What follows belongs to an exercise in optimizing a design on an open flow for small area and a short achievable clock period; a production flow would make more cautious choices. Only simulation tests tie the RTL to the original design; equivalence was not proved. Power and IR drop assume default switching activity.

==> flow/design.v (excerpt) <==
module SCDDataPath(ALUout, instr, reset, clk);
output [31:0] ALUout;
input clk, reset;
input [31:0] instr;
wire RegDst, ALUSrc, MemtoReg, RegWrite, MemRead, MemWrite, Branch, ALUOp0, ALUOp1;
wire o0, o1, o2;
wire [31:0] ReadData1, ReadData2, BOperand, AluRes, WriteData, ReadMemData, signextended, k;
wire [63:0] H2;
wire [4:0] WriteReg;
wire ALUSrcCtl;
ANDarray control_unit(RegDst, ALUSrcCtl, MemtoReg, RegWrite, MemRead, MemWrite, Branch, ALUOp0, ALUOp1, instr[31:26]);
alusrc_dec alusrc_fast(ALUSrc, instr[31:26]);
alu_control alu_con(o0, o1, o2, instr[5:0], ALUOp1, ALUOp0);
sign_extender sign_extend(signextended, instr[15:0]);
alu_early early(k, signextended, ALUSrc, o2);
assign WriteReg = RegDst ? instr[15:11] : instr[20:16];
RegFile32 register_file(clk, reset, instr[25:21], instr[20:16], WriteData, WriteReg, RegWrite,
                        ReadData1, H2);
genvar j;
generate
for (j = 0; j < 32; j = j + 1) begin : bt
  wire rb;
  g_nand2 rd2(ReadData2[j], H2[2*j], H2[2*j+1]);
  g_a21oi rbm(rb, H2[2*j], H2[2*j+1], ALUSrc);
  g_xor2 bx(BOperand[j], rb, k[j]);
end
endgenerate
bit32_2to1mux wd(WriteData, MemtoReg, AluRes, ReadMemData);
ALU alu_instance(ReadData1, BOperand, o2, {o1, o0}, AluRes, ALUout);
wire [4:0] MemAddr;
addr_add aadd(MemAddr, ReadData1[4:0], instr[4:0]);
data_memory data_mem(clk, MemAddr, ReadData2, MemWrite, ReadMemData);
endmodule
Size: roughly 5600 cells after synthesis, ~66 I/O pins, about 0.086 mm2 of cells after synthesis.
==> flow/config.mk <==
export PLATFORM = sky130hd
export DESIGN_NAME = SCDDataPath
export DESIGN_NICKNAME = SCDDataPath
export VERILOG_FILES = /design/flow/design.v
export SDC_FILE = /design/flow/constraint.sdc
export NUM_CORES = 4
export LEC_CHECK = 0
export CAP_MARGIN = 20
export CORE_MARGIN = 2
export CORE_UTILIZATION = 50
export CTS_BUF_LIST = sky130_fd_sc_hd__clkbuf_8 sky130_fd_sc_hd__clkbuf_16
export CTS_CLUSTER_DIAMETER = 80
export CTS_CLUSTER_SIZE = 20
export GPL_ROUTABILITY_DRIVEN = 0
export SETUP_SLACK_MARGIN = 3
export SLEW_MARGIN = 20
export SYNTH_HIERARCHICAL = 1
==> flow/constraint.sdc <==
create_clock -name core_clock -period 10.5 [get_ports {clk}]
set_input_delay 2.1000 -clock core_clock [delete_from_list [all_inputs] [get_ports {clk}]]
set_output_delay 2.1000 -clock core_clock [all_outputs]
set_load 0.01 [all_outputs]
run.sh (not shown) runs the stock make flow with config.mk's settings and CLKGATE_MAP_FILE= SYNTH_SCRIPT=/design/flow/synth_recipe.tcl, a recipe that flattens the netlist after the stock synthesis.
Change:
Settings changed: CORE_UTILIZATION 50 to 40, GPL_ROUTABILITY_DRIVEN 0 to not set.
Utilization falls by 11 points. Sequential power is about the same. Design area is higher by 0.68%. Clock skew rises by 17 ps. Total power decreases by 2.5%. Clock power decreases by 8.9%. Worst hold slack is worse by 31 ps. Area after synthesis stays the same. Via count decreases by 1.4%. Maximum frequency drops by 0.47%. Die area increases by 25%.
Change:
Settings changed: CORE_UTILIZATION 40 to 55.
Total power is higher slightly.
Non-clock buffer count falls by 66.
Design area went down by a few percent.
Worst setup slack is worse by 160 ps.
Worst hold slack gets better by 8.6 ps.
Core utilization climbs by 16 points.
Clock skew grows by 8.4 ps.
Register-to-register slack improves by 110 ps.
Sequential share of layout area grows by 1.7 points.
Via count came out higher slightly.
Change:
Settings changed: CORE_UTILIZATION 55 to 50, CTS_CLUSTER_DIAMETER 80 to 90, CTS_CLUSTER_SIZE 20 to 24.
Result: The changed run completed without violations; worst hold slack gets better by 6.1 ps; sequential cell count stays the same; die area increases by roughly a tenth.
Change:
Settings changed: CTS_CLUSTER_DIAMETER 90 to 80, CTS_CLUSTER_SIZE 24 to 20.
The changed run completed without violations.
Total power increases by 3.3%.
Setup slack gets worse by 34 ps.
Clock skew barely changes.
Sequential power hardly moves.
Hold slack barely changes.
Combinational power barely changes.
Wire length is higher by 0.46%.
Final cell count goes up by 0.41%.
Register-to-register slack hardly moves.

-- static timing again, ports no longer ideal --
The flow's constraints put no driver on any port. The routed layouts listed below were extracted and timed again, unchanged, in two steps.
Step 1 assumes that a clkbuf_16 drives the clock port and a buf_2 every other input.
Step 2 adds t to the input delays and takes it off the output delays; t is the mean of the earliest and latest rising clock arrival at the registers after step 1. Input paths then give back, and output paths get back, about the clock's delay inside the block.
Three values: ideal, step 1, step 2; two values: the first two.
run	t (ns)	setup WS [ns]	hold slack, ns	cell pins on the clock port's net
the first run	0.903	2.676 / 2.627 / 2.075	0.528 / 0.528 / 0.528	1
the second run	0.877	2.639 / 2.534 / 2.189	0.498 / 0.498 / 0.498	1
the third run	0.866	2.480 / 2.431 / 2.151	0.506 / 0.506 / 0.506	1
the fourth run	0.863	2.757 / 2.722 / 2.250	0.513 / 0.513 / 0.513	1
the fifth run	0.895	2.723 / 2.629 / 2.260	0.511 / 0.511 / 0.511	1
After both steps setup and hold are still met in every run listed. For the first run, which loses most, drivers alone change the setup slack by -0.049 ns; drivers and shift together by -0.601 ns.
